Context: an optimization exercise on an open-source flow, tuned for small area and a short achievable clock period. The choices shown serve that exercise and are no tape-out recipe.
No run shown here included a check of the RTL's function; only the layout flow was run.

==> flow/design.v (outline; a module is shown in full before it is edited, if it fits) <==
// module cordic_advanced: 11210 lines
// module add_bk_15: 50 lines
// module add_bk_17: 60 lines
// module add_bk_19: 66 lines
// module add_bk_21: 74 lines
// module add_bk_23: 80 lines
// module add_bk_25: 90 lines
// module add_bk_27: 96 lines
// module add_bk_29: 104 lines
// module msb_11m: 39 lines
// module msb_11p: 39 lines
// module msb_13m: 35 lines
// module msb_13p: 35 lines
// module msb_15m: 31 lines
// module msb_15p: 31 lines
// module msb_1m: 59 lines
// module msb_1p: 59 lines
// module msb_3m: 55 lines
// module msb_3p: 55 lines
// module msb_5m: 51 lines
// module msb_5p: 51 lines
// module msb_7m: 47 lines
// module msb_7p: 47 lines
// module msb_9m: 43 lines
// module msb_9p: 43 lines
// module zpair_1: 9 lines
// module zpair_11: 9 lines
// module zpair_13: 9 lines
// module zpair_15: 9 lines
// module zpair_3: 9 lines
// module zpair_5: 9 lines
// module zpair_7: 9 lines
// module zpair_9: 9 lines
// module g_a21oi: 3 lines
// module g_inv: 3 lines
// module g_nand2: 3 lines
// module g_nor2: 3 lines
// module g_o21ai: 3 lines
// module g_xnor2: 3 lines
// module g_xor2: 3 lines
module cordic_advanced #(
    parameter DATA_WIDTH = 18,
    parameter ANGLE_WIDTH = 32,
    parameter ITERATIONS = 18,
    parameter PIPELINE_STAGES = 18
)(
    input  wire                         clk,
    input  wire                         rst_n,
    input  wire                         enable,
    input  wire signed [DATA_WIDTH-1:0] x_in,
    input  wire signed [DATA_WIDTH-1:0] y_in,
    input  wire signed [ANGLE_WIDTH-1:0] z_in,
    input  wire                         data_valid_in,
    output wire                         data_ready_out,
    output wire signed [DATA_WIDTH:0]   x_out,
    output wire signed [DATA_WIDTH:0]   y_out,
    output wire signed [ANGLE_WIDTH-1:0] z_out,
    output wire                         data_valid_out,
    input  wire                         data_ready_in,
    output wire                         overflow,
    output wire [15:0]                  iterations_count,
    output wire [31:0]                  throughput_counter
);
  // ...
==> flow/run.sh <==
#!/bin/bash
# synth_recipe.tcl (not shown) runs the flow's synth.tcl, then flattens the netlist and writes it again
# the make line also repeats each setting of config.mk as NAME=value (left out here)
make -C /OpenROAD-flow-scripts/flow DESIGN_CONFIG=/design/flow/config.mk WORK_HOME=/design/flow/orfs CLKGATE_MAP_FILE= SYNTH_SCRIPT=/design/flow/synth_recipe.tcl finish
==> flow/config.mk <==
export PLATFORM = sky130hd
export DESIGN_NAME = cordic_advanced
export DESIGN_NICKNAME = cordic_advanced
export VERILOG_FILES = /design/flow/design.v
export SDC_FILE = /design/flow/constraint.sdc
export NUM_CORES = 4
export LEC_CHECK = 0
export CAP_MARGIN = 20
export CORE_MARGIN = 2
export CORE_UTILIZATION = 40
export SLEW_MARGIN = 20
export SYNTH_HIERARCHICAL = 1
==> flow/constraint.sdc <==
create_clock -name core_clock -period 4.5 [get_ports {clk}]
set_input_delay 0.9000 -clock core_clock [delete_from_list [all_inputs] [get_ports {clk}]]
set_output_delay 0.9000 -clock core_clock [all_outputs]
set_load 0.01 [all_outputs]
==> run notes, run 1 <==
run status finished clean; CP delay by family, top buffers and inverters; top_reg_cell synth edfxtp_1; Starting Density 40.3%; core box area approximately 0.16 mm^2; clk latency of the worst-skew pair ~690 ps; Largest cell class multi-input combinational cells; Yosys top cell area share 26.2%; WL per Instance 13.6 um; nets 8665; num rows 145; slowest stage delay, CP 600 ps; share of cells above drive strength 1 17.7%; footprint of the multi-input gates 0.0440 mm^2; largest family of logic cells by synthesized area XOR/XNOR gates; Tap Count just over 2000; Longest Clk Path Bufs 3; actual slew at the worst max-slew pin about 1100 ps; hold_buf cts 0; worst r2r src dq9[0]; post-CTS setup buffers 13; Final min period 4410 ps; number of flip-flops in the largest register 32; Netlist Area Pre-Place 0.0630 mm^2; post-synthesis sequential area ratio 28.5%; number of flops mapped to enable cells by yosys 549; Slew headroom 27.2%; final setup fails 0; Hold Vio Cnt, Final 0; first-pass GRT wire length between 200 and 250 mm; Worst Setup SP dq17; Die W 401 um; CP endpoint kind output pin; met3 wire len approximately 4.6 mm; area of placed instances 0.0718 mm^2; GRT Max-Usage Layer met2; crit path max fanout 7
==> inputs of run 2 (changes only) <==
--- a/flow/config.mk
+++ b/flow/config.mk
@@ -8,5 +8,7 @@
 export CAP_MARGIN = 20
 export CORE_MARGIN = 2
 export CORE_UTILIZATION = 40
+export CTS_CLUSTER_DIAMETER = 100
+export CTS_CLUSTER_SIZE = 30
 export SLEW_MARGIN = 20
 export SYNTH_HIERARCHICAL = 1
==> run notes, run 2 <==
run status finished clean (unchanged); Die W 401 um (unchanged); largest net degree at the start of global routing 173 (unchanged); Setup WS post-layout 176 ps (was 94.2 ps); remaining global-route overflow 0 (unchanged); nets 8622 (was 8665); worst setup path end y_out[9] (was x_out[14]); Tcrit/Tclk final 96.1% (was 97.9%); Worst Setup SP dq17 (unchanged); GRT Total Usage 17.0% (was 17.2%); number of flops mapped to enable cells by yosys 549 (unchanged); leading cell type in the layout, fill and taps excluded xor2_1 (unchanged); CP cell instances buf_12, xor2_4, buf_4, nor2_1, o21ai_2, a21oi_2, o21ai_1, inv_1, o21ai_1, xor2_1, clkdlybuf4s50_1 (was buf_12, xnor2_2, nor2_1, o21ai_1, inv_1, o21ai_4, a21oi_2, o21ai_1, inv_1, o21ai_1, xor2_1, clkdlybuf4s50_1); Slew headroom 28.2% (was 27.2%); initial antenna violation count 1 (unchanged); Setup WS pre-CTS -448 ps (unchanged); first-pass GRT wire length 234 mm (was 235 mm); Area Overhead vs Synth 17.8% (was 19.8%); worst r2r src zq5[13] (was dq9[0]); Yosys top cell area share 26.2% (unchanged); share of cells above drive strength 1 17.1% (was 17.7%); Hold Vio Cnt, Final 0 (unchanged); Clock Skews 25.1 ps (was 39.5 ps); gpl congestion 0.888 (unchanged); Post-Layout Inst Area 0.0743 mm^2 (was 0.0756 mm^2); hpwl dp 115 mm (unchanged); CP max-delay cell clkdlybuf4s50_1 (unchanged); commonest cells in the netlist xor2_1, nor2_1, nand2_1 (unchanged); Post-route DRC 0 (unchanged); Synth area leader edfxtp_1 (unchanged); RR Endpoint zq7[21] (was yq11[18]); Avg Inst Size Synth 8.25 um^2 (unchanged); number of warnings issued by yosys 7 (unchanged); Synth area leaders edfxtp_1, xor2_1, xnor2_1 (unchanged); Longest Clk Path Bufs 3 (unchanged); vias in the first global route 49339 (was 49746); area of placed instances 0.0718 mm^2 (unchanged); CP Class flop to output pin (unchanged); WL per Instance 13.6 um (about the same); count leader, synth xor2_1 (unchanged); CP endpoint kind output pin (unchanged); Max Cap Violations 0 (unchanged); clk latency of the worst-skew pair 630 ps (was 690 ps); Netlist Area Pre-Place 0.0630 mm^2 (unchanged); asr flop ratio synth 9.56% (unchanged); final hold slack 368 ps (was 363 ps); number of flip-flops in the largest register 32 (unchanged); Largest Register throughput_cnt (unchanged); largest registers throughput_cnt: 32 flops, zq1: 29 flops, zq3: 27 flops (unchanged); first-pass iteration count of the detailed router 5 (was 7); Final min period 4320 ps (was 4410 ps); post-synthesis sequential area ratio 28.5% (unchanged); Starting Density 40.3% (unchanged); Port Buffer Count 193 (unchanged); chip height 401 um (unchanged); TritonCTS buffer count 36 (was 78); DR iter-0 viols 2382 (was 2345); WP data arrival 3420 ps (was 3510 ps); r2r setup slk 260 ps (about the same); H-tree depth 2 (was 3); Final Max Slew Viols 0 (unchanged); Syn Inst Count 7640 (unchanged); Routed Antenna Nets 0 (unchanged); worst hold-check path type input port to async pin (unchanged); Via density 4.93 (was 4.92); Post-Route Utilization 47.5% (was 48.3%); crit-path most repeated cell o21ai_1 (unchanged); top_reg_cell synth edfxtp_1 (unchanged); Yosys cell types 116 (unchanged); Worst setup SP type flop (unchanged); number of I/O pins 194 (unchanged); Via Count 51109 (was 51384); die area 0.161 mm^2 (unchanged); DRT Wirelength 141 mm (was 142 mm); num rows 145 (unchanged); Reg2Reg Depth 15 (was 23); clock slew at reported path FFs 110 ps (was 50 ps); slowest stage delay, CP 590 ps (was 600 ps); most frequent cells in the layout xor2_1, nor2_1, nand2_1, o21ai_1, inv_1 (unchanged); crit path max fanout 7 (unchanged); Critical Path RT 3600 ps (about the same); clk root buf clkbuf_16 (unchanged); clock sink count 607 (unchanged); hold_buf cts 0 (unchanged); core box area 0.156 mm^2 (unchanged); CTS tree built (unchanged); fmax 231 MHz (was 227 MHz); actual slew at the worst max-slew pin 1080 ps (was 1090 ps); final setup fails 0 (unchanged); Yosys reg bits 607 (unchanged)
run 2: cell counts after synthesis:
No cell type changed its count.
run 2: area by class of cell:
type	instances	area [um^2]
fill	14924	82100
tap	2058	2570
clock inverter	28	380
sequential	607	17900
timing repair buffer	679	5910
antenna	2	5.00
clock buffer	38	930
inverter	672	2520
multi-input combinational	6292	44000
run 2: cell families after synthesis:
logic type      synth area share (%)
compound gates                  17.7
xor+xnor                        26.7
fa+ha+maj                       6.29
buf+inv                         4.87
flops                           28.5
mux                            0.490
other cells                   0.0834
simple gates                    15.3
run 2: metal layers:
| metal | vias to the layer above | track usage (%) | part of all wire, % |
|---|---|---|---|
| li1 | 26657 | - | - |
| met1 | 23664 | 20.4 | 44 |
| met2 | 620 | 32.1 | 51 |
| met3 | 168 | 1.52 | 2.6 |
| met4 | 0 | 4.55 | 2.7 |
| met5 | - | 0 | 0 |
run 2: worst min-delay path by stage:
stage / from / endpoint / slack [ps] / cells after the start
6_report: rst_n / throughput_cnt[25] / 370 / 1
5_1_grt: rst_n / throughput_cnt[22] / 400 / 1
3_3_place_gp: throughput_cnt[31] / throughput_cnt[31] / 460 / 1
4_1_cts: rst_n / throughput_cnt[30] / 350 / 1
3_5_place_dp: throughput_cnt[31] / throughput_cnt[31] / 470 / 1
2_1_floorplan: vq11 / vq11 / 470 / 1
run 2: worst max-delay path, delay by kind of cell (launching register included):
family          cells  cell delay (ps)
buf+inv             4             1060
compound gates      4              680
xor+xnor            2              580
flops               1              420
simple gates        1               50
run 2: per-module statistics from Yosys, one instance, submodules excluded, excerpt:
module | cell area (um^2) | cells | flops+latches | times used
g_nor2 | 3.75 | 1 | 0 | 1042
g_o21ai | 5.00 | 1 | 0 | 790
g_xnor2 | 8.76 | 1 | 0 | 441
msb_5p | 98.8 | 14 | 0 | 1
msb_9p | 115 | 17 | 0 | 1
msb_15p | 56.3 | 8 | 0 | 1
zpair_15 | 43.8 | 6 | 0 | 1
add_bk_17 | 714 | 81 | 0 | 1
add_bk_25 | 1070 | 122 | 0 | 1
cordic_advanced | 21300 | 1100 | 607 | 1
msb_5m | 161 | 22 | 0 | 1
msb_13p | 70.1 | 11 | 0 | 1
g_a21oi | 8.76 | 1 | 0 | 504
run 2: metrics by stage:
step,std cells,setup TNS (ps)
3_5_place_dp,10243,-5500
6_report,10376,0
3_3_place_gp,10243,-4680
2_1_floorplan,7644,-13260
4_1_cts,10321,0
5_1_grt,10375,-160
run 2: what timing repair did:
action / 4_1_cts / 5_1_grt
cloned: 0 / 5
hold endpoints to repair: 0 / 0
resized for setup: 6 / 80
setup endpoints to repair: 24 / 137
buffers inserted: 12 / 48
pin swaps: 6 / 19

-- re-timing with driven ports --
The flow's constraints put no driver on any port. The routed layouts listed below were extracted and timed again, unchanged, in two steps. Step 1, drivers: a clkbuf_16 drives clk and a buf_2 each remaining input, both assumed. Step 2 times the ports against the registers' clock, not the clock port: input delays grow and output delays shrink by t, the midpoint of the rising clock arrivals with the driver on. a / b / c = no drivers / after step 1 / after step 2; a / b = the first two.
| run | shift t [ns] | setup slack, ns | worst setup path at the end | latest minus earliest clock arrival (ns) |
|---|---|---|---|---|
| run 1 | 0.746 | 0.094 / 0.014 / -0.379 | input to register | 0.046 / 0.045 |
| run 2 | 0.703 | 0.176 / 0.097 / -0.384 | input to register | 0.035 / 0.035 |
With both steps, setup timing fails in run 1 and run 2, where it was met with ideal ports. For run 2, which loses most, drivers alone change the setup slack by -0.079 ns; drivers and shift together by -0.560 ns.
